This design comes from an exercise in tuning for small area, a short achievable clock period and few clock cycles per item on the open sky130 flow, not from production work. At most, simulation tests tie the RTL to the original design; equivalence was not proved. For runs 1, 4 and 5, only the layout was checked, not whether the RTL still works.

==> flow/config.mk <==
export PLATFORM = sky130hd
export DESIGN_NAME = dnn_relu_fp16
export DESIGN_NICKNAME = dnn_relu_fp16
export VERILOG_FILES = /design/flow/design.v
export SDC_FILE = /design/flow/constraint.sdc
export NUM_CORES = 8
export LEC_CHECK = 0
export CAP_MARGIN = 20
export CORE_MARGIN = 2
export CORE_UTILIZATION = 40
export CTS_BUF_LIST = sky130_fd_sc_hd__clkbuf_16
export CTS_CLUSTER_DIAMETER = 80
export CTS_CLUSTER_SIZE = 30
export SLEW_MARGIN = 20
==> flow/constraint.sdc <==
create_clock -name core_clock -period 30.0 [get_ports {clk}]
set_input_delay 6.0000 -clock core_clock [delete_from_list [all_inputs] [get_ports {clk}]]
set_output_delay 6.0000 -clock core_clock [all_outputs]
set_load 0.01 [all_outputs]
==> flow/flow/run.sh <==
#!/bin/bash
# Layout flow: the standard flow (standard.sh), with the port buffers
# made of sky130_fd_sc_hd__buf_2 cells and timing repair aimed at a setup
# slack of 23.0 ns. Each tool's output goes to a log file of its own here.
set -euo pipefail
bash standard.sh synth > log_synth.txt 2>&1
bash standard.sh SETUP_SLACK_MARGIN=23.0 "BUFFER_PORTS_ARGS=-buffer_cell sky130_fd_sc_hd__buf_2" finish > log_layout.txt 2>&1
==> flow/standard.sh <==
#!/bin/bash
# synth_recipe.tcl (not shown) runs the flow's synth.tcl, then flattens the netlist and writes it again
# the make line also repeats each setting of config.mk as NAME=value (left out here)
make -C /OpenROAD-flow-scripts/flow DESIGN_CONFIG=/design/flow/config.mk WORK_HOME=/design/flow/orfs CLKGATE_MAP_FILE= SYNTH_SCRIPT=/design/flow/synth_recipe.tcl "${@:-finish}"
==> flow/design.v <==
`timescale 1ns / 1ps
module mul_fp16
    (input  logic [15:0] a,
     input  logic [12:0] a3,
     input  logic [15:0] b,
     output logic [15:0] s
    );
    logic [10:0] ma;
    logic [12:0] pp [0:4];
    logic [21:0] m, r0, r1, r2, r3, r4, r5, s1, c1, s2, c2, s3, c3, s4, c4;
    logic [5:0]  esum;
    logic [4:0]  e0, e1;
    logic        keep;
    logic [9:0]  mo;
    always_comb begin
        ma = {1'b1, a[9:0]};
        for (int j = 0; j < 5; j++) begin
            case (b[2*j +: 2])
                2'd0: pp[j] = 13'd0;
                2'd1: pp[j] = {2'b00, ma};
                2'd2: pp[j] = {1'b0, ma, 1'b0};
                default: pp[j] = a3;
            endcase
        end
        r0 = {9'd0, pp[0]};
        r1 = {7'd0, pp[1], 2'd0};
        r2 = {5'd0, pp[2], 4'd0};
        r3 = {3'd0, pp[3], 6'd0};
        r4 = {1'b0, pp[4], 8'd0};
        r5 = {1'b0, ma, 10'd0};
        s1 = r0 ^ r1 ^ r2;
        c1 = ((r0 & r1) | (r0 & r2) | (r1 & r2)) << 1;
        s2 = r3 ^ r4 ^ r5;
        c2 = ((r3 & r4) | (r3 & r5) | (r4 & r5)) << 1;
        s3 = s1 ^ c1 ^ s2;
        c3 = ((s1 & c1) | (s1 & s2) | (c1 & s2)) << 1;
        s4 = s3 ^ c3 ^ c2;
        c4 = ((s3 & c3) | (s3 & c2) | (c3 & c2)) << 1;
        m = s4 + c4;
        esum = {1'b0, a[14:10]} + {1'b0, b[14:10]};
        e0   = esum[4:0] + 5'd17;               
        e1   = e0 + 5'd1;
        keep = m[21] || (e0 == 5'd0);
        mo   = keep ? m[20:11] : {m[19:11], 1'b0};
        if ((a == 16'h0000) || (b == 16'h0000))
            s = 16'h0000;
        else if ((a == 16'hFA00) || (b == 16'hFA00))
            s = 16'hFA00;
        else if ((a == 16'h7A00) || (b == 16'h7A00))
            s = 16'h7A00;
        else if (esum <= 6'd14)
            s = 16'h0000;
        else
            s = {a[15] ^ b[15], m[21] ? e1 : e0, mo};
    end
endmodule
`timescale 1ns / 1ps
module add_s1
    (input  logic [15:0] a,
     input  logic [15:0] b,
     output logic [15:0] l,
     output logic [10:0] ms,
     output logic        sub
    );
    logic        agt;
    logic [15:0] t;
    logic [4:0]  shr;
    always_comb begin
        agt = a[14:0] > b[14:0];
        t   = agt ? b : a;
        shr = (agt ? a[14:10] : b[14:10]) - t[14:10];
        sub = a[15] ^ b[15];
        ms  = {1'b1, t[9:0]} >> shr;
        l   = agt ? a : b;
        if (a == 16'h0000) begin
            l  = b;
            ms = 11'd0;
        end else if (b == 16'h0000) begin
            l  = a;
            ms = 11'd0;
        end else if (a == 16'hFA00 || b == 16'hFA00) begin
            l  = 16'hFA00;
            ms = 11'd0;
        end else if (a == 16'h7A00 || b == 16'h7A00) begin
            l  = 16'h7A00;
            ms = 11'd0;
        end else if (a[14:0] == b[14:0] && sub) begin
            l  = 16'h0000;
            ms = 11'd0;
        end
    end
endmodule
module add_s2
    (input  logic [15:0] l,
     input  logic [10:0] ms,
     input  logic        sub,
     output logic [15:0] s
    );
    logic [11:0] mf;
    logic [10:0] mk, z, mn;
    logic [4:0]  sh;
    always_comb begin
        mf = sub ? {1'b0, 1'b1, l[9:0]} - {1'b0, ms}
                 : {1'b0, 1'b1, l[9:0]} + {1'b0, ms};
        mk = 11'd0;
        for (int p = 0; p <= 10; p++)
            if (l[14:10] == 5'(10 - p)) mk[p] = 1'b1;
        z  = mf[10:0] | mk;
        sh = 5'd11;
        for (int p = 0; p <= 10; p++)
            if (z[p]) sh = 5'(10 - p);
        mn = mf[10:0] << sh;
        if (mf[11])
            s = {l[15], l[14:10] + 5'd1, mf[10:1]};
        else
            s = {l[15], l[14:10] - sh, mn[9:0]};
    end
endmodule
`timescale 1ns / 1ps
module dnn_relu_fp16
     (input     logic   clk,
      input     logic   rst,
      input     logic   start,
      input     logic   reset,
      output    logic   done,
      output    logic   unsigned    [16:0]    mem_addr,
      input     logic   signed      [15:0]    mem_data,
      output    logic               [159:0]   out);
    localparam logic [13:0] BASE_W1 = 14'd401;
    localparam logic [13:0] BASE_W2 = 14'd10426;
    localparam logic [15:0] ONE     = 16'h3C00;
    localparam logic [12:0] ONE3    = 13'd3072;     
    localparam logic [2:0] S_IDLE = 3'd0,
                           S_L1   = 3'd1,
                           S_PRE  = 3'd2,
                           S_L2   = 3'd3,
                           S_FIN  = 3'd4,
                           S_DONE = 3'd5;
    logic [2:0]  st;
    logic [4:0]  nj;
    logic        start_q;
    logic [13:0] ma;       
    logic [13:0] la;       
    logic [8:0]  n;        
    logic [13:0] fb;       
    logic [13:0] sb;       
    logic [4:0]  wleft;    
    logic        qv;       
    logic [4:0]  clrc;     
    logic [5:0]  c2;       
    logic [2:0]  lp;       
    logic        sel_r, sel_y, sel_o;    
    logic        rot;      
    logic r_act, r_w1, r_l2, r_pre, r_l2f, r_last, r_fin, r_first;
    logic m_act, m_v, m_l2, m_pre, m_l2f, m_last, m_fin;
    logic s1_l2, s1_pre, s1_l2f, s1_last, s1_fin;
    logic s2_l2, s2_pre, s2_last, s2_fin;
    logic y_pre, y_last, y_fin;
    logic [15:0] D, A, Q, P, Y, H;
    logic [12:0] A3;
    logic [15:0] R [0:23];
    logic [15:0] O [0:9];
    logic [15:0] X_l;
    logic [10:0] X_ms;
    logic        X_sub;
    logic [4:0]  njn;
    logic        cap, busy;
    logic [15:0] prod, acc, s1_l, s2_s, h2, asrc;
    logic [10:0] s1_ms;
    logic        s1_sub;
    assign njn  = (nj >= 5'd12) ? nj - 5'd12 : nj + 5'd13;
    assign cap  = (st == S_L1) && m_act && (D[14:0] != 15'd0);
    assign busy = r_w1 && (wleft != 5'd0);
    assign h2   = R[2][15] ? 16'h0000 : R[2];
    assign asrc = r_first ? Q : h2;
    mul_fp16 U_MUL (.a(A), .a3(A3), .b(D), .s(prod));
    assign acc = ({16{sel_r}} & R[0]) | ({16{sel_y}} & Y) | ({16{sel_o}} & O[0]);
    add_s1 U_ADD1 (.a(acc), .b(P), .l(s1_l), .ms(s1_ms), .sub(s1_sub));
    add_s2 U_ADD2 (.l(X_l), .ms(X_ms), .sub(X_sub), .s(s2_s));
    logic [2:0]  st_n;
    logic [13:0] ma_n, la_n, sb_n;
    logic [8:0]  n_n;
    logic [4:0]  wleft_n;
    logic [5:0]  c2_n;
    logic [2:0]  lp_n;
    logic nr_act, nr_w1, nr_l2, nr_pre, nr_l2f, nr_last, nr_fin, nr_first;
    always_comb begin
        st_n = st; ma_n = 14'd0; la_n = la + 14'd1; sb_n = sb; n_n = n;
        wleft_n = wleft - 5'd1; c2_n = c2 + 6'd1; lp_n = lp;
        nr_act = 1'b0; nr_w1 = 1'b0; nr_l2 = 1'b0; nr_pre = 1'b0;
        nr_l2f = 1'b0; nr_last = 1'b0; nr_fin = 1'b0; nr_first = 1'b0;
        case (st)
            S_IDLE: begin
                nr_act = 1'b1;
                if (start_q) begin
                    st_n = S_L1;
                    ma_n = 14'd1;
                    n_n  = 9'd2;
                end
            end
            S_L1: begin
                if (busy) begin
                    nr_w1 = 1'b1;
                    ma_n = sb + {9'd0, njn};
                end else if (qv || cap) begin
                    nr_w1 = 1'b1;
                    nr_first = 1'b1;
                    wleft_n = 5'd24;
                    sb_n = cap ? fb : sb + 14'd25;
                    ma_n = sb_n + {9'd0, njn};
                end else if (n != 9'd401) begin
                    nr_act = 1'b1;
                    ma_n = {5'd0, n};
                    n_n = n + 9'd1;
                end else if (!r_act) begin
                    st_n = S_PRE;
                    la_n = BASE_W2;
                    ma_n = la_n;
                    nr_l2 = 1'b1;
                    nr_pre = 1'b1;
                end
            end
            S_PRE: begin
                if (la < BASE_W2 + 14'd9) begin
                    ma_n = la_n;
                    nr_l2 = 1'b1;
                    nr_pre = 1'b1;
                end else if (la >= BASE_W2 + 14'd11 && njn == 5'd0) begin
                    st_n = S_L2;
                    la_n = BASE_W2 + 14'd10;
                    ma_n = la_n;
                    c2_n = 6'd0;
                    lp_n = 3'd0;
                    nr_l2 = 1'b1;
                    nr_l2f = 1'b1;
                end
            end
            S_L2: begin
                if (c2 != 6'd49) begin
                    la_n = la + (c2[0] ? 14'd9 : 14'd1);
                    ma_n = la_n;
                    nr_l2 = 1'b1;
                    nr_l2f = (c2_n < 6'd2);
                    nr_last = (c2_n >= 6'd48);
                    nr_fin = (c2_n == 6'd49) && (lp == 3'd4);
                end else if (lp != 3'd4) begin
                    lp_n = lp + 3'd1;
                    c2_n = 6'd0;
                    la_n = la - 14'd239;
                    ma_n = la_n;
                    nr_l2 = 1'b1;
                    nr_l2f = 1'b1;
                end else begin
                    st_n = S_FIN;
                end
            end
            S_FIN: begin
                if (y_fin)
                    st_n = S_DONE;
            end
            S_DONE: begin
                nr_act = 1'b1;
                if (reset)
                    st_n = S_IDLE;
            end
            default: st_n = S_IDLE;
        endcase
    end
    always_ff @(posedge clk or posedge rst) begin
        if (rst) begin
            st <= S_IDLE; nj <= 5'd0; done <= 1'b0;
            r_act <= 1'b0; r_w1 <= 1'b0; r_l2 <= 1'b0; r_pre <= 1'b0;
            r_l2f <= 1'b0; r_last <= 1'b0; r_fin <= 1'b0; r_first <= 1'b0;
            m_act <= 1'b0; m_v <= 1'b0; m_l2 <= 1'b0; m_pre <= 1'b0;
            m_l2f <= 1'b0; m_last <= 1'b0; m_fin <= 1'b0;
            s1_l2 <= 1'b0; s1_pre <= 1'b0; s1_l2f <= 1'b0; s1_last <= 1'b0; s1_fin <= 1'b0;
            s2_l2 <= 1'b0; s2_pre <= 1'b0; s2_last <= 1'b0; s2_fin <= 1'b0;
            y_pre <= 1'b0; y_last <= 1'b0; y_fin <= 1'b0;
        end else begin
            st <= st_n; nj <= njn;
            if (st == S_FIN && y_fin)
                done <= 1'b1;
            else if (reset)
                done <= 1'b0;
            r_act <= nr_act; r_w1 <= nr_w1; r_l2 <= nr_l2; r_pre <= nr_pre;
            r_l2f <= nr_l2f; r_last <= nr_last; r_fin <= nr_fin; r_first <= nr_first;
            m_act <= r_act; m_v <= r_w1 || r_l2; m_l2 <= r_l2; m_pre <= r_pre;
            m_l2f <= r_l2f; m_last <= r_last; m_fin <= r_fin;
            s1_l2 <= m_l2; s1_pre <= m_pre; s1_l2f <= m_l2f; s1_last <= m_last; s1_fin <= m_fin;
            s2_l2 <= s1_l2; s2_pre <= s1_pre; s2_last <= s1_last; s2_fin <= s1_fin;
            y_pre <= s2_pre; y_last <= s2_last; y_fin <= s2_fin;
        end
    end
    always_ff @(posedge clk) begin
        start_q <= start;
        ma <= ma_n; la <= la_n; n <= n_n; sb <= sb_n;
        wleft <= wleft_n; c2 <= c2_n; lp <= lp_n;
        if (st == S_IDLE && start_q)
            fb <= BASE_W1;
        else if (m_act)
            fb <= fb + 14'd25;
        if (st == S_IDLE)
            qv <= 1'b0;
        else
            qv <= cap || (qv && !r_first);
        if (st == S_IDLE && start_q)
            clrc <= 5'd24;
        else if (clrc != 5'd0)
            clrc <= clrc - 5'd1;
        sel_r <= !m_l2 && !(st == S_IDLE && start_q) && (clrc == 5'd0);
        sel_y <= m_l2 && !m_pre && !m_l2f;
        sel_o <= m_l2 && m_l2f;
        rot   <= m_l2f || s2_last || s2_pre;
    end
    always_ff @(posedge clk) begin
        D <= mem_data;
        P <= m_v ? prod : 16'h0000;
        X_l <= s1_l;
        X_ms <= s1_ms;
        X_sub <= s1_sub;
        Y <= s2_s;
        H <= R[0];
        for (int k = 0; k < 23; k++)
            R[k] <= R[k+1];
        R[23] <= s2_l2 ? H : s2_s;
        if (cap)
            Q <= D;
        if (r_first || (r_l2 && !r_pre && !c2[0])) begin
            A  <= asrc;
            A3 <= {2'b01, asrc[9:0]} + {1'b1, asrc[9:0], 1'b0};
        end else if (r_pre) begin
            A  <= ONE;
            A3 <= ONE3;
        end
        if (rot) begin
            for (int k = 0; k < 9; k++)
                O[k] <= O[k+1];
            O[9] <= (y_pre || !Y[15]) ? Y : 16'h0000;
        end
    end
    always_comb begin
        for (int k = 0; k < 10; k++)
            out[16*k +: 16] = O[k];
    end
    assign mem_addr = {3'd0, ma};
endmodule
==> results.toml, run 1 <==
[critical_path]
path_max_fanout = 2
cp.required_ps = 24000
r2r_end = "P[6]"
cp_num_cells = 1
slowest_stage = "edfxtp_1"
crit_chain = "buf_2"
critPathKind = "flop to primary output"
path_delay_family = "flip-flops"
crit-reg2reg-launch = "D[2]"
rr_worst_depth = 18
endpoint_kind = "primary output"
cp-start-kind = "flop"
r2r_setup_slack_ps = 23500
path_buf_inv = 1
slowest_delay_ps = 530
worstPathArrival_ps = 1370

[timing]
final.setup.tns_ps = 0
fmax_mhz = 136
fin_crit_ps = 7370
rsz0062_at_grt = "yes"
relSlewSlack = 0.277
fin_crit_sh = 0.246
hold_slack_ps = 313
worst_pin_slew_ps = 1080
setup_viol = 0
finalClockSkew_ps = 43.7
maxSlewViolCount = 0
hold_violations = 0

[drt]
routed_wl_mm = 73.4
drc = 0
drt-initial-drc-count = 1478
antenna_left = 0
wire_per_inst_um = 19.0
via_count = 20100
viasPerCell = 5.20
drt_pass1_iterations = 5

[global_routing]
grt_pass1_vias = 19400
antenna_found_initial = 9
grt_max_degree = 84
overflow = 0
globalRouteTotalUtil = 0.182
grt_pass1_wl_mm = 112

[cts]
cts_root_buf = "clkbuf_16"
cts.path.max_buffers = 3
cts_tree = "done"
cts.htree.levels = 2
clkTransAtPathRegs_ps = 110
cts_buffers = 42
clkLatencyLatePin_ps = 640
clock-sinks = 804
cts_hold_buf = 0

[synth]
async_flop_share = 0.0423
synth_cell_types = 96
postSynthAreaPerCell_sq_um = 11.8
yosysWarnings = 7
synth_ff_type = "dfxtp_1"
synthCells = 2596
ys_seq_area_frac = 0.608
syn-cell-area_sq_um = 30500
ys_ff_latch = 804
synth_edf_count = 230

[job]
drv_cap = 0

[die]
initial_core_util = 0.403
core_sq_um = 75700
die_h_um = 280
fp-row-count = 101
die_area_sq_um = 78500
pin_count = 198
fp.dieW_um = 280

[placement]
dp.final_hpwl_mm = 54.1
gp_congestion = 0.892
io_buffers = 194

[finish]
seq_area_sq_um = 18600
syn_to_final_growth_pct = 14.3
layout.nets = 3034
multi_input_area_sq_um = 11000
num-fill-cells = 6887
drive_gt1_frac = 0.164

[hold_path]
hold_end = "R[4][3]"
min_path_type = "flop to flop"
whs_path_depth = 0
hp-start = "R[5][3]"

[status]
status = "finished clean"
cell usage after synthesis, types with 25 or more instances:
library cell	n	share of area
and2_1	39	0.0080
fa_1	43	0.028
a22oi_1	27	0.0066
mux2i_1	28	0.0092
xnor2_1	88	0.025
o21ai_0	105	0.017
nand2_1	173	0.021
mux2_2	49	0.018
xor2_1	54	0.015
inv_1	149	0.018
nor3_1	41	0.0067
a21oi_1	121	0.020
edfxtp_1	230	0.23
ha_1	111	0.046
and3_1	25	0.0051
nor2_1	191	0.023
a22o_1	42	0.012
clkbuf_1	68	0.0084
nand3_1	47	0.0077
dfxtp_1	540	0.35
dfrtp_1	34	0.028
how the worst max path moves through the flow:
stage / start / to / slack, ps
CTS: O[2][0] / out[32] / 22550
global placement: reset / st[0] / 22970
floorplan: rst / done / 23250
finish: O[2][2] / out[34] / 22630
global route: O[2][2] / out[34] / 22580
detailed placement: reset / st[0] / 23020
sequential cells by signal, summed over array words and instances, names as in the netlist, 6 cells and up:
| signal | count |
|---|---|
| H | 16 |
| R | 384 |
| A3 | 13 |
| X_ms | 11 |
| n | 9 |
| sb | 14 |
| la | 14 |
| X_l | 16 |
| A | 15 |
| Y | 16 |
| ma | 14 |
| c2 | 6 |
| Q | 16 |
| P | 16 |
| D | 16 |
| fb | 14 |
| O | 160 |
routing by layer:
| layer | GRT usage | wire [um] |
|---|---|---|
| met1 | 0.253 | 33400 |
| met2 | 0.294 | 34100 |
| met3 | 0.0267 | 4000 |
| met4 | 0.0562 | 1940 |
| met5 | 0 | 0 |
metrics by stage:
step	setup WS (ps)	cell area (sq um)	utilization	instances
6_report	22630	34900	0.461	3872
5_1_grt	22580	34900	0.461	3869
4_1_cts	22550	34500	0.455	3827
3_5_place_dp	23020	32400	0.428	3687
3_3_place_gp	22970	32400	0.428	3687
2_1_floorplan	23250	30500	-	2598
logic make-up (layout without fill, tap and decap cells):
family	count (synthesis)	after routing	share of synthesized area
AOI/OAI and AO/OA	503	503	0.111
xor gates and xnor gates	142	142	0.0408
adders and majority gates	154	154	0.0737
buffers and inverters	248	541	0.0319
DFF	804	804	0.608
muxes	80	80	0.0287
other	1	6	0.000123
and+or+nand+nor	664	664	0.105
layout by cell type, fill, tap and decap left out, drive strengths merged, types with 18 or more instances in the layout:
cell type and instances:
inv 173, nor3 44, a21o 24, a31oi 21
edfxtp 230, nand2 173, nand3 48, and2 39
a21oi 122, dfxtp 540, o21ai 118, and3 25
nor4 23, buf 313, o211ai 19, a22o 42
clkbuf 43, xnor2 88, nor2 195, nand2b 18
a22oi 27, xor2 54, mux2i 28, nand4 21
ha 111, fa 43, dfrtp 34, nor2b 23
mux2 51
repair_timing:
item / in CTS / in global routing
buffers inserted: 65 / 42
pin swaps: 0 / 0
endpoints found under the setup margin: 175 / 179
gates resized for setup: 17 / 18
final cells by class:
class | instances | share of cell area
antenna | 3 | 0.000215
multi-input combinational | 1546 | 0.315
sequential | 804 | 0.533
clock inverter | 32 | 0.0118
tap | 978 | 0.0351
clock buffer | 43 | 0.0309
timing repair buffer | 313 | 0.0572
inverter | 153 | 0.0165
==> run 2: changes to the inputs <==
--- a/flow/design.v
+++ b/flow/design.v
@@ -142,3 +142,2 @@
     logic [13:0] ma;       
-    logic [13:0] la;       
     logic [8:0]  n;        
@@ -146,7 +145,5 @@
     logic [13:0] sb;       
-    logic [4:0]  wleft;    
+    logic [5:0]  cc;       
     logic        qv;       
     logic [4:0]  clrc;     
-    logic [5:0]  c2;       
-    logic [2:0]  lp;       
     logic        sel_r, sel_y, sel_o;    
@@ -172,3 +169,3 @@
     assign cap  = (st == S_L1) && m_act && (D[14:0] != 15'd0);
-    assign busy = r_w1 && (wleft != 5'd0);
+    assign busy = r_w1 && (cc != 6'd0);
     assign h2   = R[2][15] ? 16'h0000 : R[2];
@@ -180,11 +177,9 @@
     logic [2:0]  st_n;
-    logic [13:0] ma_n, la_n, sb_n;
+    logic [13:0] ma_n, sb_n;
     logic [8:0]  n_n;
-    logic [4:0]  wleft_n;
-    logic [5:0]  c2_n;
-    logic [2:0]  lp_n;
+    logic [5:0]  cc_n;
     logic nr_act, nr_w1, nr_l2, nr_pre, nr_l2f, nr_last, nr_fin, nr_first;
     always_comb begin
-        st_n = st; ma_n = 14'd0; la_n = la + 14'd1; sb_n = sb; n_n = n;
-        wleft_n = wleft - 5'd1; c2_n = c2 + 6'd1; lp_n = lp;
+        st_n = st; ma_n = 14'd0; n_n = n; cc_n = cc - 6'd1;
+        sb_n = (st == S_PRE || st == S_L2) ? sb + 14'd1 : sb;
         nr_act = 1'b0; nr_w1 = 1'b0; nr_l2 = 1'b0; nr_pre = 1'b0;
@@ -207,3 +202,3 @@
                     nr_first = 1'b1;
-                    wleft_n = 5'd24;
+                    cc_n = 6'd24;
                     sb_n = cap ? fb : sb + 14'd25;
@@ -216,4 +211,4 @@
                     st_n = S_PRE;
-                    la_n = BASE_W2;
-                    ma_n = la_n;
+                    sb_n = BASE_W2;
+                    ma_n = sb_n;
                     nr_l2 = 1'b1;
@@ -223,12 +218,12 @@
             S_PRE: begin
-                if (la < BASE_W2 + 14'd9) begin
-                    ma_n = la_n;
+                if (sb < BASE_W2 + 14'd9) begin
+                    ma_n = sb_n;
                     nr_l2 = 1'b1;
                     nr_pre = 1'b1;
-                end else if (la >= BASE_W2 + 14'd11 && njn == 5'd0) begin
+                end else if (sb >= BASE_W2 + 14'd11 && njn == 5'd0) begin
                     st_n = S_L2;
-                    la_n = BASE_W2 + 14'd10;
-                    ma_n = la_n;
-                    c2_n = 6'd0;
-                    lp_n = 3'd0;
+                    sb_n = BASE_W2 + 14'd10;
+                    ma_n = sb_n;
+                    cc_n = 6'd49;
+                    n_n = 9'd0;
                     nr_l2 = 1'b1;
@@ -238,14 +233,14 @@
             S_L2: begin
-                if (c2 != 6'd49) begin
-                    la_n = la + (c2[0] ? 14'd9 : 14'd1);
-                    ma_n = la_n;
+                if (cc != 6'd0) begin
+                    sb_n = sb + (cc[0] ? 14'd1 : 14'd9);
+                    ma_n = sb_n;
                     nr_l2 = 1'b1;
-                    nr_l2f = (c2_n < 6'd2);
-                    nr_last = (c2_n >= 6'd48);
-                    nr_fin = (c2_n == 6'd49) && (lp == 3'd4);
-                end else if (lp != 3'd4) begin
-                    lp_n = lp + 3'd1;
-                    c2_n = 6'd0;
-                    la_n = la - 14'd239;
-                    ma_n = la_n;
+                    nr_l2f = (cc_n >= 6'd48);
+                    nr_last = (cc_n <= 6'd1);
+                    nr_fin = (cc_n == 6'd0) && (n[2:0] == 3'd4);
+                end else if (n[2:0] != 3'd4) begin
+                    n_n = n + 9'd1;
+                    cc_n = 6'd49;
+                    sb_n = sb - 14'd239;
+                    ma_n = sb_n;
                     nr_l2 = 1'b1;
@@ -295,4 +290,3 @@
         start_q <= start;
-        ma <= ma_n; la <= la_n; n <= n_n; sb <= sb_n;
-        wleft <= wleft_n; c2 <= c2_n; lp <= lp_n;
+        ma <= ma_n; n <= n_n; sb <= sb_n; cc <= cc_n;
         if (st == S_IDLE && start_q)
@@ -327,3 +321,3 @@
             Q <= D;
-        if (r_first || (r_l2 && !r_pre && !c2[0])) begin
+        if (r_first || (r_l2 && !r_pre && cc[0])) begin
             A  <= asrc;
==> flow/flow/run.sh (replaced) <==
#!/bin/bash
# Layout flow: the standard flow (standard.sh), with the port buffers
# made of sky130_fd_sc_hd__buf_2 cells and timing repair aimed at a setup
# slack of 22.5 ns. Each tool's output goes to a log file of its own here.
set -euo pipefail
bash standard.sh synth > log_synth.txt 2>&1
bash standard.sh SETUP_SLACK_MARGIN=22.5 "BUFFER_PORTS_ARGS=-buffer_cell sky130_fd_sc_hd__buf_2" finish > log_layout.txt 2>&1
--- a/flow/config.mk
+++ b/flow/config.mk
@@ -9,6 +9,6 @@
 export CORE_MARGIN = 2
-export CORE_UTILIZATION = 40
+export CORE_UTILIZATION = 55
 export CTS_BUF_LIST = sky130_fd_sc_hd__clkbuf_16
-export CTS_CLUSTER_DIAMETER = 80
-export CTS_CLUSTER_SIZE = 30
+export CTS_CLUSTER_DIAMETER = 60
+export CTS_CLUSTER_SIZE = 38
 export SLEW_MARGIN = 20
==> results.toml, run 2 <==
[hold_path]
min_path_type = "flop to flop"
hold_end = "R[18][9]"
whs_path_depth = 0
hp-start = "R[19][9]"

[critical_path]
r2r_setup_slack_ps = 23590
worstPathArrival_ps = 1300
slowest_stage = "edfxtp_1"
crit_chain = "buf_2"
path_max_fanout = 2
cp-start-kind = "flop"
path_buf_inv = 1
crit-reg2reg-launch = "D[2]"
slowest_delay_ps = 460
endpoint_kind = "primary output"
cp.required_ps = 24000
rr_worst_depth = 17
path_delay_family = "flip-flops"
critPathKind = "flop to primary output"
r2r_end = "P[3]"

[synth]
postSynthAreaPerCell_sq_um = 11.7
synthTopCellsByArea = "dfxtp_1 36%, edfxtp_1 21%, ha_1 4.5%"
synth.most_common_cell = "dfxtp_1"
syn-cell-area_sq_um = 30100
synth_edf_count = 213
yosysTopAreaCell = "dfxtp_1"
ys_seq_area_frac = 0.596
synth_cell_types = 97
synth_top_area_frac = 0.356
yosysWarnings = 7
synth_ff_type = "dfxtp_1"
async_flop_share = 0.0435
synthCells = 2584
ys_ff_latch = 782
synth_common_cells = "535 x dfxtp_1, 213 x edfxtp_1, 172 x nor2_1"

[die]
die_h_um = 238
core_sq_um = 54000
fp.dieW_um = 238
pin_count = 198
die_area_sq_um = 56700
initial_core_util = 0.558
fp-row-count = 85

[global_routing]
overflow = 0
globalRouteTotalUtil = 0.249
grt_pass1_wl_mm = 110
busiest_layer = "met2"
met2_usage = 0.396
antenna_found_initial = 0
grt_use_met1 = 0.357
gr-usage-met3 = 0.0334
grt_max_degree = 78
grt_pass1_vias = 19100

[cts]
cts_setup_buffers = 0
cts_hold_buf = 0
cts.htree.levels = 2
cts_resized = 0
clkTransAtPathRegs_ps = 110
cts_tree = "done"
clkLatencyLatePin_ps = 660
cts_buffers = 44
cts_root_buf = "clkbuf_16"
cts.path.max_buffers = 3
clock-sinks = 782

[timing]
worst_pin_slew_ps = 1090
hold_violations = 0
relSlewSlack = 0.271
finalClockSkew_ps = 52.3
maxSlewViolCount = 0
fmax_mhz = 137
fin_crit_ps = 7300
setup_viol = 0
rsz0062_at_grt = "no"
final.setup.tns_ps = 0
fin_crit_sh = 0.243
post-route-worst-setup-slack_ps = 22700

[finish]
reg_top3 = "R (384), O (160)"
largest_reg_flops = 384
syn_to_final_growth_pct = 11.6
regMostFlops = "R"
multi_input_area_sq_um = 11200
drive_gt1_frac = 0.137
layout_commonest_cell = "dfxtp_1"
num-fill-cells = 4374
layout.nets = 2919
num_antenna_cells = 0
seq_area_sq_um = 18000
final_cell_mix = "534 x dfxtp_1, 213 x edfxtp_1, 194 x buf_2, 172 x nor2_1, 171 x nand2_1"

[job]
drv_cap = 0

[placement]
gp_congestion = 0.910
dp.final_hpwl_mm = 51.4
pre_cts_ws_ps = 22930
io_buffers = 194

[drt]
viasPerCell = 5.72
antenna_left = 0
routed_wl_mm = 71.4
drt-initial-drc-count = 1437
drt_pass1_iterations = 6
wire_per_inst_um = 20.5
via_count = 19900
drc = 0

[status]
status = "finished clean"
[run 2: layout make-up]
| cell class | instances | share of cell area |
|---|---|---|
| inverter | 151 | 0.0169 |
| multi-input combinational | 1545 | 0.332 |
| timing repair buffer | 224 | 0.0356 |
| clock inverter | 37 | 0.0221 |
| tap | 696 | 0.0259 |
| clock buffer | 45 | 0.0335 |
| sequential | 782 | 0.534 |
[run 2: how the worst max path moves through the flow]
stage / endpoint / startpoint / slack [ps] / depth (start not counted)
2_1_floorplan: st[0] / reset / 23170 / 5
3_3_place_gp: st[0] / reset / 22980 / 6
3_5_place_dp: st[0] / reset / 22930 / 6
4_1_cts: out[3] / O[0][3] / 22660 / 1
5_1_grt: out[3] / O[0][3] / 22640 / 1
6_report: out[3] / O[0][3] / 22700 / 1
[run 2: layer usage]
layer  share of wire  wire length, um
met1            0.46            32900
met2            0.46            32800
met3           0.052             3730
met4           0.028             2010
met5               0                0
[run 2: logic make-up after synthesis]
logic type	share of synthesized area
AO/OA/AOI/OAI	0.122
XOR/XNOR	0.0384
adder cells (fa/ha/maj)	0.0734
buffers and inverters	0.0336
flip-flops	0.596
multiplexers	0.0319
other	0.000124
AND/OR/NAND/NOR	0.104
[run 2: stage by stage]
step / utilization / area (sq um) / hold slack (ps) / cells
after detailed placement: 0.588 / 31800 / 312 / 3398
after global routing: 0.622 / 33600 / 298 / 3480
after global placement: 0.588 / 31800 / 310 / 3398
after floorplan: - / 30100 / 310 / 2586
after CTS: 0.622 / 33600 / 300 / 3480
final: 0.622 / 33600 / 302 / 3480
Testbench counts of run 2, summed over its fixed seeds: cycles 143,457, items 48.
==> run 3: changes to the inputs <==
--- a/flow/config.mk
+++ b/flow/config.mk
@@ -11,4 +11,4 @@
 export CTS_BUF_LIST = sky130_fd_sc_hd__clkbuf_16
-export CTS_CLUSTER_DIAMETER = 60
-export CTS_CLUSTER_SIZE = 38
+export CTS_CLUSTER_DIAMETER = 80
+export CTS_CLUSTER_SIZE = 30
 export SLEW_MARGIN = 20
==> results.toml, run 3 <==
[critical_path]
cp-start-kind = "flop"
path_buf_inv = 1
critPathKind = "flop to primary output"
path_delay_family = "flip-flops"
worstPathArrival_ps = 1260
endpoint_kind = "primary output"
path_max_fanout = 2
cp.required_ps = 24000
slowest_delay_ps = 460
crit_chain = "buf_2"
slowest_stage = "edfxtp_1"

[finish]
syn_to_final_growth_pct = 9.86
num-fill-cells = 4441
multi_input_area_sq_um = 11200
layout.nets = 2913
drive_gt1_frac = 0.130
seq_area_sq_um = 18000
final_cell_mix = "534 x dfxtp_1, 213 x edfxtp_1, 194 x buf_2, 172 x nor2_1, 171 x nand2_1"
largest_reg_flops = 384
regMostFlops = "R"
layout_commonest_cell = "dfxtp_1"
reg_top3 = "R (384), O (160)"

[timing]
maxSlewViolCount = 0
relSlewSlack = 0.299
finalClockSkew_ps = 56.2
fin_crit_sh = 0.242
final.setup.tns_ps = 0
hold_violations = 0
rsz0062_at_grt = "no"
worst_pin_slew_ps = 1050
setup_viol = 0
fin_crit_ps = 7260
fmax_mhz = 138

[synth]
synthAdderAreaFrac = 0.0734
synth_edf_count = 213
synth_ff_type = "dfxtp_1"
synth_compound_area_frac = 0.122
yosysWarnings = 7
async_flop_share = 0.0435
synth.most_common_cell = "dfxtp_1"
muxShareOfSynthArea = 0.0319
synth_common_cells = "535 x dfxtp_1, 213 x edfxtp_1, 172 x nor2_1"
yosysTopAreaCell = "dfxtp_1"
synth_cell_types = 97
synthCells = 2584
postSynthAreaPerCell_sq_um = 11.7
synth_top_family_by_area = "compound AO/OA/AOI/OAI gates"
synthTopCellsByArea = "dfxtp_1 36%, edfxtp_1 21%, ha_1 4.5%"
synth_xor_xnor_area_share = 0.0384
ys_seq_area_frac = 0.596
ys_ff_latch = 782
syn-cell-area_sq_um = 30100
synth_top_area_frac = 0.356
synthSimpleGateAreaFrac = 0.104

[die]
pin_count = 198
die_area_sq_um = 56700
fp-row-count = 85
core_sq_um = 54000
initial_core_util = 0.558
fp.dieW_um = 238
die_h_um = 238

[cts]
cts_root_buf = "clkbuf_16"
cts_tree = "done"
cts_setup_buffers = 0
clkTransAtPathRegs_ps = 110
cts_resized = 0
cts_buffers = 38
cts.path.max_buffers = 3
clock-sinks = 782
cts.htree.levels = 2
cts_hold_buf = 0
clkLatencyLatePin_ps = 630

[drt]
wire_per_inst_um = 20.6
routed_wl_mm = 71.3
drc = 0
via_count = 19800
antenna_left = 0
viasPerCell = 5.71
drt-initial-drc-count = 1591
drt_pass1_iterations = 5

[placement]
io_buffers = 194
dp.final_hpwl_mm = 51.4
gp_congestion = 0.910

[global_routing]
grt_pass1_wl_mm = 110
antenna_found_initial = 0
overflow = 0
grt_max_degree = 78
globalRouteTotalUtil = 0.248
grt_pass1_vias = 19100

[status]
status = "finished clean"

[hold_path]
min_path_type = "flop to flop"

[job]
drv_cap = 0
-- run 3: final timing paths --
kind	from	endpoint	slack, ps	cells past startpoint
min	R[3][3]	R[2][3]	310	0
max reg2reg	D[2]	P[3]	23570	17
max in group asynchronous	rst	m_l2f	24220	3
min reg2reg	R[3][3]	R[2][3]	310	0
max	O[0][3]	out[3]	22740	1
min in group asynchronous	rst	m_v	5450	3
-- run 3: logic make-up after synthesis --
| kind of cell | after synthesis |
|---|---|
| adder cells (fa/ha/maj) | 151 |
| XOR/XNOR | 130 |
| flip-flops | 782 |
| AO/OA/AOI/OAI | 535 |
| multiplexers | 86 |
| AND/OR/NAND/NOR | 640 |
| buffers and inverters | 259 |
| other | 1 |
-- run 3: area by class of cell --
cell class,count,area share
antenna,1,0.0000756
clock buffer,38,0.0287
clock inverter,29,0.0115
inverter,151,0.0171
multi-input combinational,1545,0.337
sequential,782,0.543
tap,696,0.0263
timing repair buffer,224,0.0361
-- run 3: per-layer routing --
layer / up-vias / track usage / wire [um]
met2: 604 / 0.393 / 32300
met4: 0 / 0.0820 / 2290
met1: 9639 / 0.357 / 33000
met5: - / 0 / 0
met3: 134 / 0.0311 / 3760
li1: 9415 / - / -
-- run 3: through the flow --
step	setup WS, ps	area, sq um	std cells	hold slack, ps	util
finish	22740	33100	3466	314	0.613
global route	22680	33100	3465	330	0.612
CTS	22700	33100	3465	322	0.612
detailed placement	22930	31800	3398	312	0.588
global placement	22980	31800	3398	310	0.588
floorplan	23170	30100	2586	310	-
==> run 4: changes to the inputs <==
--- a/flow/design.v
+++ b/flow/design.v
@@ -144,3 +144,2 @@
     logic [13:0] fb;       
-    logic [13:0] sb;       
     logic [5:0]  cc;       
@@ -150,7 +149,7 @@
     logic        rot;      
-    logic r_act, r_w1, r_l2, r_pre, r_l2f, r_last, r_fin, r_first;
-    logic m_act, m_v, m_l2, m_pre, m_l2f, m_last, m_fin;
-    logic s1_l2, s1_pre, s1_l2f, s1_last, s1_fin;
-    logic s2_l2, s2_pre, s2_last, s2_fin;
-    logic y_pre, y_last, y_fin;
+    logic r_act, r_w1, r_l2, r_pre, r_l2f, r_last, r_first;
+    logic m_act, m_v, m_l2, m_pre, m_l2f, m_last;
+    logic s1_l2, s1_pre, s1_last;
+    logic s2_l2, s2_pre, s2_last;
+    logic y_pre, y_last;
     logic [15:0] D, A, Q, P, Y, H;
@@ -177,11 +176,12 @@
     logic [2:0]  st_n;
-    logic [13:0] ma_n, sb_n;
+    logic [13:0] ma_n;
+    logic [13:0] step;
     logic [8:0]  n_n;
     logic [5:0]  cc_n;
-    logic nr_act, nr_w1, nr_l2, nr_pre, nr_l2f, nr_last, nr_fin, nr_first;
+    logic nr_act, nr_w1, nr_l2, nr_pre, nr_l2f, nr_last, nr_first;
+    assign step = (nj >= 5'd12) ? -14'd12 : 14'd13;
     always_comb begin
         st_n = st; ma_n = 14'd0; n_n = n; cc_n = cc - 6'd1;
-        sb_n = (st == S_PRE || st == S_L2) ? sb + 14'd1 : sb;
         nr_act = 1'b0; nr_w1 = 1'b0; nr_l2 = 1'b0; nr_pre = 1'b0;
-        nr_l2f = 1'b0; nr_last = 1'b0; nr_fin = 1'b0; nr_first = 1'b0;
+        nr_l2f = 1'b0; nr_last = 1'b0; nr_first = 1'b0;
         case (st)
@@ -198,4 +198,4 @@
                     nr_w1 = 1'b1;
-                    ma_n = sb + {9'd0, njn};
-                end else if (qv || cap) begin
+                    ma_n = ma + step;
+                end else if (cap) begin
                     nr_w1 = 1'b1;
@@ -203,4 +203,8 @@
                     cc_n = 6'd24;
-                    sb_n = cap ? fb : sb + 14'd25;
-                    ma_n = sb_n + {9'd0, njn};
+                    ma_n = fb + {9'd0, njn};
+                end else if (qv) begin
+                    nr_w1 = 1'b1;
+                    nr_first = 1'b1;
+                    cc_n = 6'd24;
+                    ma_n = ma + step + 14'd25;
                 end else if (n != 9'd401) begin
@@ -211,4 +215,4 @@
                     st_n = S_PRE;
-                    sb_n = BASE_W2;
-                    ma_n = sb_n;
+                    cc_n = 6'd11;
+                    ma_n = BASE_W2;
                     nr_l2 = 1'b1;
@@ -218,10 +222,9 @@
             S_PRE: begin
-                if (sb < BASE_W2 + 14'd9) begin
-                    ma_n = sb_n;
+                if (cc > 6'd2 && !cc[5]) begin
+                    ma_n = ma + 14'd1;
                     nr_l2 = 1'b1;
                     nr_pre = 1'b1;
-                end else if (sb >= BASE_W2 + 14'd11 && njn == 5'd0) begin
+                end else if ((cc == 6'd0 || cc[5]) && njn == 5'd0) begin
                     st_n = S_L2;
-                    sb_n = BASE_W2 + 14'd10;
-                    ma_n = sb_n;
+                    ma_n = BASE_W2 + 14'd10;
                     cc_n = 6'd49;
@@ -234,4 +237,3 @@
                 if (cc != 6'd0) begin
-                    sb_n = sb + (cc[0] ? 14'd1 : 14'd9);
-                    ma_n = sb_n;
+                    ma_n = ma + (cc[0] ? 14'd1 : 14'd9);
                     nr_l2 = 1'b1;
@@ -239,3 +241,2 @@
                     nr_last = (cc_n <= 6'd1);
-                    nr_fin = (cc_n == 6'd0) && (n[2:0] == 3'd4);
                 end else if (n[2:0] != 3'd4) begin
@@ -243,4 +244,3 @@
                     cc_n = 6'd49;
-                    sb_n = sb - 14'd239;
-                    ma_n = sb_n;
+                    ma_n = ma - 14'd239;
                     nr_l2 = 1'b1;
@@ -252,3 +252,3 @@
             S_FIN: begin
-                if (y_fin)
+                if (y_last && !s2_last)
                     st_n = S_DONE;
@@ -267,11 +267,11 @@
             r_act <= 1'b0; r_w1 <= 1'b0; r_l2 <= 1'b0; r_pre <= 1'b0;
-            r_l2f <= 1'b0; r_last <= 1'b0; r_fin <= 1'b0; r_first <= 1'b0;
+            r_l2f <= 1'b0; r_last <= 1'b0; r_first <= 1'b0;
             m_act <= 1'b0; m_v <= 1'b0; m_l2 <= 1'b0; m_pre <= 1'b0;
-            m_l2f <= 1'b0; m_last <= 1'b0; m_fin <= 1'b0;
-            s1_l2 <= 1'b0; s1_pre <= 1'b0; s1_l2f <= 1'b0; s1_last <= 1'b0; s1_fin <= 1'b0;
-            s2_l2 <= 1'b0; s2_pre <= 1'b0; s2_last <= 1'b0; s2_fin <= 1'b0;
-            y_pre <= 1'b0; y_last <= 1'b0; y_fin <= 1'b0;
+            m_l2f <= 1'b0; m_last <= 1'b0;
+            s1_l2 <= 1'b0; s1_pre <= 1'b0; s1_last <= 1'b0;
+            s2_l2 <= 1'b0; s2_pre <= 1'b0; s2_last <= 1'b0;
+            y_pre <= 1'b0; y_last <= 1'b0;
         end else begin
             st <= st_n; nj <= njn;
-            if (st == S_FIN && y_fin)
+            if (st == S_FIN && y_last && !s2_last)
                 done <= 1'b1;
@@ -280,8 +280,8 @@
             r_act <= nr_act; r_w1 <= nr_w1; r_l2 <= nr_l2; r_pre <= nr_pre;
-            r_l2f <= nr_l2f; r_last <= nr_last; r_fin <= nr_fin; r_first <= nr_first;
+            r_l2f <= nr_l2f; r_last <= nr_last; r_first <= nr_first;
             m_act <= r_act; m_v <= r_w1 || r_l2; m_l2 <= r_l2; m_pre <= r_pre;
-            m_l2f <= r_l2f; m_last <= r_last; m_fin <= r_fin;
-            s1_l2 <= m_l2; s1_pre <= m_pre; s1_l2f <= m_l2f; s1_last <= m_last; s1_fin <= m_fin;
-            s2_l2 <= s1_l2; s2_pre <= s1_pre; s2_last <= s1_last; s2_fin <= s1_fin;
-            y_pre <= s2_pre; y_last <= s2_last; y_fin <= s2_fin;
+            m_l2f <= r_l2f; m_last <= r_last;
+            s1_l2 <= m_l2; s1_pre <= m_pre; s1_last <= m_last;
+            s2_l2 <= s1_l2; s2_pre <= s1_pre; s2_last <= s1_last;
+            y_pre <= s2_pre; y_last <= s2_last;
         end
@@ -290,3 +290,3 @@
         start_q <= start;
-        ma <= ma_n; n <= n_n; sb <= sb_n; cc <= cc_n;
+        ma <= ma_n; n <= n_n; cc <= cc_n;
         if (st == S_IDLE && start_q)
==> results.toml, run 4 <==
[status]
status = "finished clean"

[finish]
final_cell_mix = "518 x dfxtp_1, 213 x edfxtp_1, 194 x buf_2, 168 x nor2_1, 167 x inv_1"
fin_area_sq_um = 32300
reg_top3 = "R (384), O (160)"
syn_to_final_growth_pct = 9.99
layout_commonest_cell = "dfxtp_1"
largest_reg_flops = 384
num_antenna_cells = 0
layout.nets = 2859
regMostFlops = "R"
drive_gt1_frac = 0.132

[synth]
ys_ff_latch = 764
synth_edf_count = 213
synthSimpleGateAreaFrac = 0.109
postSynthAreaPerCell_sq_um = 11.7
synthTopCellsByArea = "dfxtp_1 36%, edfxtp_1 22%, ha_1 4.9%"
synth_top_area_frac = 0.355
synth.most_common_cell = "dfxtp_1"
synthAdderAreaFrac = 0.0772
synth_ff_type = "dfxtp_1"
yosysWarnings = 7
synth_compound_area_frac = 0.117
yosysTopAreaCell = "dfxtp_1"
syn-cell-area_sq_um = 29400
synth_xor_xnor_area_share = 0.0361
synth_common_cells = "521 x dfxtp_1, 213 x edfxtp_1, 168 x nor2_1"
synthCells = 2507
ys_seq_area_frac = 0.599
async_flop_share = 0.0393
muxShareOfSynthArea = 0.0291
synth_cell_types = 98
synth_top_family_by_area = "compound AO/OA/AOI/OAI gates"

[cts]
cts_resized = 1
clkLatencyLatePin_ps = 620
clkTransAtPathRegs_ps = 110
cts_buffers = 36
cts_hold_buf = 0
cts.htree.levels = 2
cts.path.max_buffers = 3
cts_root_buf = "clkbuf_16"
cts_tree = "done"
clock-sinks = 764
cts_setup_buffers = 0

[die]
fp.dieW_um = 235
die_area_sq_um = 55200
die_h_um = 235
pin_count = 198
fp-row-count = 84
core_sq_um = 52700
initial_core_util = 0.558

[global_routing]
antenna_found_initial = 3
grt_pass1_wl_mm = 105
grt_max_degree = 80
overflow = 0
globalRouteTotalUtil = 0.240
grt_pass1_vias = 18500

[drt]
via_count = 19400
antenna_left = 0
drt-initial-drc-count = 1603
drc = 0
routed_wl_mm = 68.2
drt_pass1_iterations = 8
viasPerCell = 5.70
wire_per_inst_um = 20.1

[hold_path]
min_path_type = "flop to flop"
hp-start = "R[4][2]"

[timing]
maxSlewViolCount = 0
fin_crit_ps = 7440
hold_violations = 0
relSlewSlack = 0.182
fmax_mhz = 134
final.setup.tns_ps = 0
fin_crit_sh = 0.248
rsz0062_at_grt = "no"
worst_pin_slew_ps = 1230
finalClockSkew_ps = 47.9
setup_viol = 0

[placement]
dp.final_hpwl_mm = 50.4
gp_congestion = 0.897
dpl_cell_area_sq_um = 31000
io_buffers = 194

[critical_path]
path_buf_inv = 1
crit-reg2reg-launch = "D[2]"
cp-startpoint = "ma[7]"
path_max_fanout = 8
endpoint_kind = "primary output"
slowest_stage = "dfxtp_1"
path_delay_family = "flip-flops"
slowest_delay_ps = 630
crit_chain = "buf_2"
cp-start-kind = "flop"
worstPathArrival_ps = 1440
cp.required_ps = 24000
critPathKind = "flop to primary output"

[job]
drv_cap = 0
==> run 4: area by class of cell <==
type,count,area (sq um)
Inverter,161,604
Fill cell,4314,20400
Timing Repair Buffer,219,1160
Tap cell,688,861
Sequential cell,764,17600
Clock inverter,28,312
Clock buffer,37,926
Multi-Input combinational cell,1501,10800
==> run 4: layer usage <==
layer	share of wire	vias up	routed length [um]	global-route usage
li1	-	9247	-	-
met2	0.46	529	31000	0.374
met3	0.049	89	3360	0.0331
met1	0.47	9502	31900	0.347
met5	0	-	0	0
met4	0.028	0	1880	0.0788
==> run 4: final timing paths <==
path,to,slack (ps),cells after the start
setup / recovery,mem_addr[7],22560,1
hold / removal,R[3][2],300,0
setup reg to reg,P[4],23270,19
hold reg to reg,R[3][2],300,0
min in group asynchronous,m_l2,5460,3
max in group asynchronous,nj[2],24210,3
==> run 4: logic make-up after synthesis <==
kind of cell | Yosys count
other | 1
DFF | 764
muxes | 75
AOI/OAI and AO/OA | 503
adders and majority gates | 156
xor gates and xnor gates | 121
and+or+nand+nor | 643
buffers and inverters | 244
==> run 4: through the flow <==
step                std cells  worst slack, ps  hold slack (ps)  utilization
finish                   3398            22560              303        0.613
global route             3398            22510              317        0.613
CTS                      3397            22540              312        0.613
detailed placement       3332            22460              312        0.590
global placement         3332            22500              309        0.590
floorplan                2509            22750              310            -
==> run 5: changes to the inputs <==
--- a/flow/flow/run.sh
+++ b/flow/flow/run.sh
@@ -6,2 +6,2 @@
 bash standard.sh synth > log_synth.txt 2>&1
-bash standard.sh SETUP_SLACK_MARGIN=22.5 "BUFFER_PORTS_ARGS=-buffer_cell sky130_fd_sc_hd__buf_2" finish > log_layout.txt 2>&1
+bash standard.sh SETUP_SLACK_MARGIN=22.75 "BUFFER_PORTS_ARGS=-buffer_cell sky130_fd_sc_hd__buf_2" finish > log_layout.txt 2>&1
==> results.toml, run 5 <==
[critical_path]
critPathKind = "flop to primary output"
cp-startpoint = "O[9][3]"
cp.required_ps = 24000
cp_num_cells = 1
endpoint_kind = "primary output"
slowest_delay_ps = 470
path_delay_family = "flip-flops"
path_buf_inv = 1
path_max_fanout = 2
r2r_end = "P[4]"
r2r_setup_slack_ps = 23270
rr_worst_depth = 19
slowest_stage = "edfxtp_1"
crit-reg2reg-launch = "D[2]"
crit_chain = "buf_2"
worstPathArrival_ps = 1240
cp-start-kind = "flop"

[global_routing]
grt_pass1_wl_mm = 105
grt_max_degree = 80
overflow = 0
busiest_layer = "met2"
gr-usage-met3 = 0.0331
grt_pass1_vias = 18500
globalRouteTotalUtil = 0.241
grt_use_met1 = 0.347
antenna_found_initial = 4
met2_usage = 0.376

[timing]
setup_viol = 0
relSlewSlack = 0.262
worst_pin_slew_ps = 1110
hold_violations = 0
maxSlewViolCount = 0
fin_crit_sh = 0.241
finalClockSkew_ps = 46.7
final.setup.tns_ps = 0
fmax_mhz = 138
hold_slack_ps = 302
rsz0062_at_grt = "yes"
post-route-worst-setup-slack_ps = 22760
fin_crit_ps = 7240

[synth]
synthCells = 2507
synth_top_area_frac = 0.355
synthAdderAreaFrac = 0.0772
ys_seq_area_frac = 0.599
synth_compound_area_frac = 0.117
synth_edf_count = 213
synthTopCellsByArea = "dfxtp_1 36%, edfxtp_1 22%, ha_1 4.9%"
yosysTopAreaCell = "dfxtp_1"
muxShareOfSynthArea = 0.0291
postSynthAreaPerCell_sq_um = 11.7
synth_cell_types = 98
synth.most_common_cell = "dfxtp_1"
syn-cell-area_sq_um = 29400
synth_top_family_by_area = "compound AO/OA/AOI/OAI gates"
synth_common_cells = "521 x dfxtp_1, 213 x edfxtp_1, 168 x nor2_1"
synth_ff_type = "dfxtp_1"
synth_xor_xnor_area_share = 0.0361
async_flop_share = 0.0393
synthSimpleGateAreaFrac = 0.109
yosysWarnings = 7
ys_ff_latch = 764

[placement]
pre_cts_ws_ps = 22460
io_buffers = 194
dp.final_hpwl_mm = 50.4
gp_congestion = 0.897

[cts]
cts_hold_buf = 0
clkTransAtPathRegs_ps = 110
cts_buffers = 36
clkLatencyLatePin_ps = 610
cts_tree = "done"
cts.path.max_buffers = 3
clock-sinks = 764
cts_root_buf = "clkbuf_16"
cts.htree.levels = 2

[drt]
drt_pass1_iterations = 6
viasPerCell = 5.70
antenna_left = 0
drc = 0
drt-initial-drc-count = 1539
wire_per_inst_um = 19.9
routed_wl_mm = 68.2
via_count = 19500

[die]
die_h_um = 235
initial_core_util = 0.558
die_area_sq_um = 55200
core_sq_um = 52700
fp.dieW_um = 235
pin_count = 198
fp-row-count = 84

[finish]
largest_reg_flops = 384
reg_top3 = "R (384), O (160)"
regMostFlops = "R"
drive_gt1_frac = 0.144
num-fill-cells = 4297
final_cell_mix = "506 x dfxtp_1, 213 x edfxtp_1, 192 x buf_2, 168 x nor2_1, 167 x inv_1"
layout.nets = 2881
layout_commonest_cell = "dfxtp_1"
num_antenna_cells = 0
syn_to_final_growth_pct = 10.7

[hold_path]
whs_path_depth = 0
hold_end = "R[3][2]"
hp-start = "R[4][2]"
min_path_type = "flop to flop"

[status]
status = "finished clean"

[job]
drv_cap = 0
## run 5: cell count changes in the layout (fill, tap and decap cells not counted)
| cell | before | now |
|---|---|---|
| buf_4 | 24 | 46 |
| buf_2 | 194 | 192 |
| dfxtp_2 | 2 | 6 |
| buf_6 | 0 | 2 |
| dfxtp_1 | 518 | 506 |
| dfxtp_4 | 1 | 9 |
## run 5: worst max path at each step
stage,endpoint
4_1_cts,mem_addr[6]
6_report,out[147]
3_5_place_dp,st[1]
5_1_grt,out[147]
3_3_place_gp,st[1]
2_1_floorplan,st[1]
## run 5: cell type report
cell class	instances	area (sq um)	share of cell area
Tap cell	688	861	0.0265
Sequential cell	764	17600	0.542
Multi-Input combinational cell	1501	10800	0.334
Clock inverter	28	312	0.00959
Timing Repair Buffer	241	1330	0.0410
Clock buffer	37	926	0.0285
Inverter	161	604	0.0186
## run 5: per-layer routing
metal  routed length [um]  share of wire  up-vias
li1                     -              -     9288
met1                31700           0.46     9579
met2                31100           0.46      528
met3                 3500          0.051       83
met4                 1890          0.028        0
met5                    0              0        -
## run 5: timing repair
item	4_1_cts	5_1_grt
endpoints found under the setup margin	36	12
pin swaps	0	0
buffers inserted	18	4
resized for setup	24	2
## run 5: cells by family (layout without fill, tap and decap cells)
family,Yosys count,after routing
xor gates and xnor gates,121,121
DFF,764,764
other,1,3
buffers and inverters,244,467
muxes,75,75
adders and majority gates,156,156
AOI/OAI and AO/OA,503,503
and+or+nand+nor,643,643
## run 5: stage by stage
stage                      util  instance area (sq um)  instances
final                     0.617                  32500       3420
after global placement    0.590                  31000       3332
after global routing      0.617                  32500       3420
after detailed placement  0.590                  31000       3332
after CTS                 0.616                  32500       3415
after floorplan               -                  29400       2509
==> run 6: changes to the inputs <==
--- a/flow/design.v
+++ b/flow/design.v
@@ -2,3 +2,4 @@
 module mul_fp16
-    (input  logic [15:0] a,
+    (input  logic        v,
+     input  logic [15:0] a,
      input  logic [12:0] a3,
@@ -44,3 +45,3 @@
         mo   = keep ? m[20:11] : {m[19:11], 1'b0};
-        if ((a == 16'h0000) || (b == 16'h0000))
+        if (!v || (a == 16'h0000) || (b == 16'h0000))
             s = 16'h0000;
@@ -171,3 +172,3 @@
     assign asrc = r_first ? Q : h2;
-    mul_fp16 U_MUL (.a(A), .a3(A3), .b(D), .s(prod));
+    mul_fp16 U_MUL (.v(m_v), .a(A), .a3(A3), .b(D), .s(prod));
     assign acc = ({16{sel_r}} & R[0]) | ({16{sel_y}} & Y) | ({16{sel_o}} & O[0]);
@@ -266,9 +267,2 @@
             st <= S_IDLE; nj <= 5'd0; done <= 1'b0;
-            r_act <= 1'b0; r_w1 <= 1'b0; r_l2 <= 1'b0; r_pre <= 1'b0;
-            r_l2f <= 1'b0; r_last <= 1'b0; r_first <= 1'b0;
-            m_act <= 1'b0; m_v <= 1'b0; m_l2 <= 1'b0; m_pre <= 1'b0;
-            m_l2f <= 1'b0; m_last <= 1'b0;
-            s1_l2 <= 1'b0; s1_pre <= 1'b0; s1_last <= 1'b0;
-            s2_l2 <= 1'b0; s2_pre <= 1'b0; s2_last <= 1'b0;
-            y_pre <= 1'b0; y_last <= 1'b0;
         end else begin
@@ -279,9 +273,2 @@
                 done <= 1'b0;
-            r_act <= nr_act; r_w1 <= nr_w1; r_l2 <= nr_l2; r_pre <= nr_pre;
-            r_l2f <= nr_l2f; r_last <= nr_last; r_first <= nr_first;
-            m_act <= r_act; m_v <= r_w1 || r_l2; m_l2 <= r_l2; m_pre <= r_pre;
-            m_l2f <= r_l2f; m_last <= r_last;
-            s1_l2 <= m_l2; s1_pre <= m_pre; s1_last <= m_last;
-            s2_l2 <= s1_l2; s2_pre <= s1_pre; s2_last <= s1_last;
-            y_pre <= s2_pre; y_last <= s2_last;
         end
@@ -289,2 +276,11 @@
     always_ff @(posedge clk) begin
+        r_act <= nr_act; r_w1 <= nr_w1; r_l2 <= nr_l2; r_pre <= nr_pre;
+        r_l2f <= nr_l2f; r_last <= nr_last; r_first <= nr_first;
+        m_act <= r_act; m_v <= r_w1 || r_l2; m_l2 <= r_l2; m_pre <= r_pre;
+        m_l2f <= r_l2f; m_last <= r_last;
+        s1_l2 <= m_l2; s1_pre <= m_pre; s1_last <= m_last;
+        s2_l2 <= s1_l2; s2_pre <= s1_pre; s2_last <= s1_last;
+        y_pre <= s2_pre; y_last <= s2_last;
+    end
+    always_ff @(posedge clk) begin
         start_q <= start;
@@ -310,3 +306,3 @@
         D <= mem_data;
-        P <= m_v ? prod : 16'h0000;
+        P <= prod;
         X_l <= s1_l;
==> results.toml, run 6 <==
[cts]
cts_buffers = 37
cts_tree = "done"
cts.htree.levels = 2
cts_root_buf = "clkbuf_16"
clock-sinks = 764
clkLatencyLatePin_ps = 610
clkTransAtPathRegs_ps = 110
cts.path.max_buffers = 3

[synth]
synth.most_common_cell = "dfxtp_1"
synth_common_cells = "542 x dfxtp_1, 213 x edfxtp_1, 172 x nand2_1"
syn-cell-area_sq_um = 29200
synth_top_area_frac = 0.372
synth_edf_count = 213
synth_ff_type = "dfxtp_1"
ys_seq_area_frac = 0.598
synthTopCellsByArea = "dfxtp_1 37%, edfxtp_1 22%, ha_1 4.9%"
postSynthAreaPerCell_sq_um = 11.7
yosysTopAreaCell = "dfxtp_1"
ys_ff_latch = 764
yosysWarnings = 7
synthCells = 2500
synth_cell_types = 97
async_flop_share = 0.0118

[global_routing]
grt_max_degree = 83
grt_pass1_vias = 18800
antenna_found_initial = 1
globalRouteTotalUtil = 0.251
overflow = 0
grt_pass1_wl_mm = 106

[placement]
io_buffers = 194
gp_congestion = 0.927
dp.final_hpwl_mm = 50.3
placed_cells = 3305
dpl_cell_area_sq_um = 30800
pre_cts_ws_ps = 22770

[timing]
fin_crit_sh = 0.242
rsz0062_at_grt = "yes"
relSlewSlack = 0.254
maxSlewViolCount = 0
setup_viol = 0
fin_crit_ps = 7270
finalClockSkew_ps = 19.0
post-route-worst-setup-slack_ps = 22730
hold_violations = 0
final.setup.tns_ps = 0
fmax_mhz = 138
hold_slack_ps = 325
worst_pin_slew_ps = 1120

[die]
fp.dieW_um = 234
core_sq_um = 52600
initial_core_util = 0.556
die_h_um = 234
fp-row-count = 84
pin_count = 198
die_area_sq_um = 54900

[critical_path]
path_max_fanout = 2
r2r_setup_slack_ps = 23200
path_buf_inv = 1
slowest_delay_ps = 480
cp-start-kind = "flop"
slowest_stage = "edfxtp_1"
cp_num_cells = 1
crit_chain = "buf_2"
cp.required_ps = 24000
rr_worst_depth = 17
critPathKind = "flop to primary output"
worstPathArrival_ps = 1270
critPathCapture = "out[39]"
crit-reg2reg-launch = "D[2]"
endpoint_kind = "primary output"
r2r_end = "P[5]"
cp-startpoint = "O[2][7]"
path_delay_family = "flip-flops"

[drt]
drt_pass1_iterations = 7
viasPerCell = 5.64
drt-initial-drc-count = 1387
via_count = 19100
routed_wl_mm = 68.7
wire_per_inst_um = 20.3
drc = 0
antenna_left = 0

[finish]
final_cell_mix = "528 x dfxtp_1, 213 x edfxtp_1, 185 x buf_2, 172 x nand2_1, 161 x inv_1"
layout_commonest_cell = "dfxtp_1"
drive_gt1_frac = 0.137
num_antenna_cells = 0
finalNonFillerCells = 3384
layout.nets = 2850
reg_top3 = "R (384), O (160)"
seq_area_sq_um = 17500
multi_input_area_sq_um = 10800
num-fill-cells = 4320
fin_area_sq_um = 32200
utilization = 0.613
regMostFlops = "R"
largest_reg_flops = 384
syn_to_final_growth_pct = 10.4

[status]
status = "finished clean"

[hold_path]
min_path_type = "flop to flop"

[job]
drv_cap = 0
==> run 6: cell count changes in the layout (fill, tap and decap cells not counted), sizes merged, moves of 9 or more <==
cell    change
buf        -16
or3        -10
inv        -10
dfrtp      -21
a222oi      -9
dfxtp      +21
and2       +11
mux2i      +11
nand3      +14
nand2      +13
xor2       +10
==> run 6: layout make-up <==
type                       instances  share of cell area
sequential                       764               0.543
multi-input combinational       1492               0.334
timing repair buffer             224              0.0389
clock buffer                      38              0.0295
tap                              688              0.0267
inverter                         154              0.0179
clock inverter                    24             0.00963
==> run 6: repair_timing <==
item                                    in CTS  in global routing
gates cloned                                 0                  0
resized for setup                           25                 12
setup buffers                               17                  0
hold buffers                                 0                  0
endpoints found under the setup margin      48                 27
==> run 6: cell families after synthesis <==
kind of cell,Yosys count,share of synthesized area
xor gates and xnor gates,129,0.0390
and+or+nand+nor,624,0.103
adders and majority gates,157,0.0781
muxes,80,0.0310
other,1,0.000128
DFF,764,0.598
buffers and inverters,246,0.0330
AOI/OAI and AO/OA,499,0.117
==> run 6: layer usage <==
metal  track usage  wire, um  vias up
met3        0.0556      4580      111
met1         0.348     31500     9203
met5             0         0        -
met2         0.387     30200      609
met4        0.0912      2320        0
li1              -         -     9156
==> run 6: worst min path at each step <==
stage | start | endpoint | slack, ps | cells past startpoint
6_report | R[22][1] | R[21][1] | 320 | 0
3_5_place_dp | R[1][4] | R[0][4] | 310 | 0
5_1_grt | s1_last | s2_last | 330 | 0
4_1_cts | R[22][1] | R[21][1] | 320 | 0
2_1_floorplan | R[1][0] | R[0][0] | 310 | 0
3_3_place_gp | R[18][5] | R[17][5] | 310 | 0
Testbench counts of run 6, summed over its fixed seeds: cycles 143,457, items 48.

-- what the ideal ports hide --
The results above use ideal ports. As a check the final layouts listed here were re-extracted and re-timed, cells and wires unchanged.
Step 1 assumes that a clkbuf_16 drives the clock port and a buf_2 every other input.
Step 2 moves the port delays by t, midway between the first and last clock arrival at a register: inputs arrive t later, outputs are due t later. That takes back most of the time a late clock gives input paths.
Three values: ideal, step 1, step 2; two values: the first two.
run	t (ns)	setup slack, ns	clock arrival spread, ns	worst slew at a driven data input, ns	pins driven straight from the clock port
run 1	0.682	22.628 / 22.564 / 22.978	0.050 / 0.050	0.04	1
run 2	0.691	22.705 / 22.646 / 22.936	0.055 / 0.055	0.06	1
run 3	0.667	22.737 / 22.677 / 22.955	0.057 / 0.056	0.06	1
run 4	0.656	22.556 / 22.492 / 22.431	0.049 / 0.048	0.03	1
run 5	0.653	22.764 / 22.701 / 22.412	0.047 / 0.047	0.03	1
run 6	0.667	22.731 / 22.667 / 22.735	0.023 / 0.022	0.04	1
After both steps setup and hold are still met in every run listed. The setup slack of run 5, which loses most, moves by -0.063 ns with the drivers and by -0.352 ns with both steps.
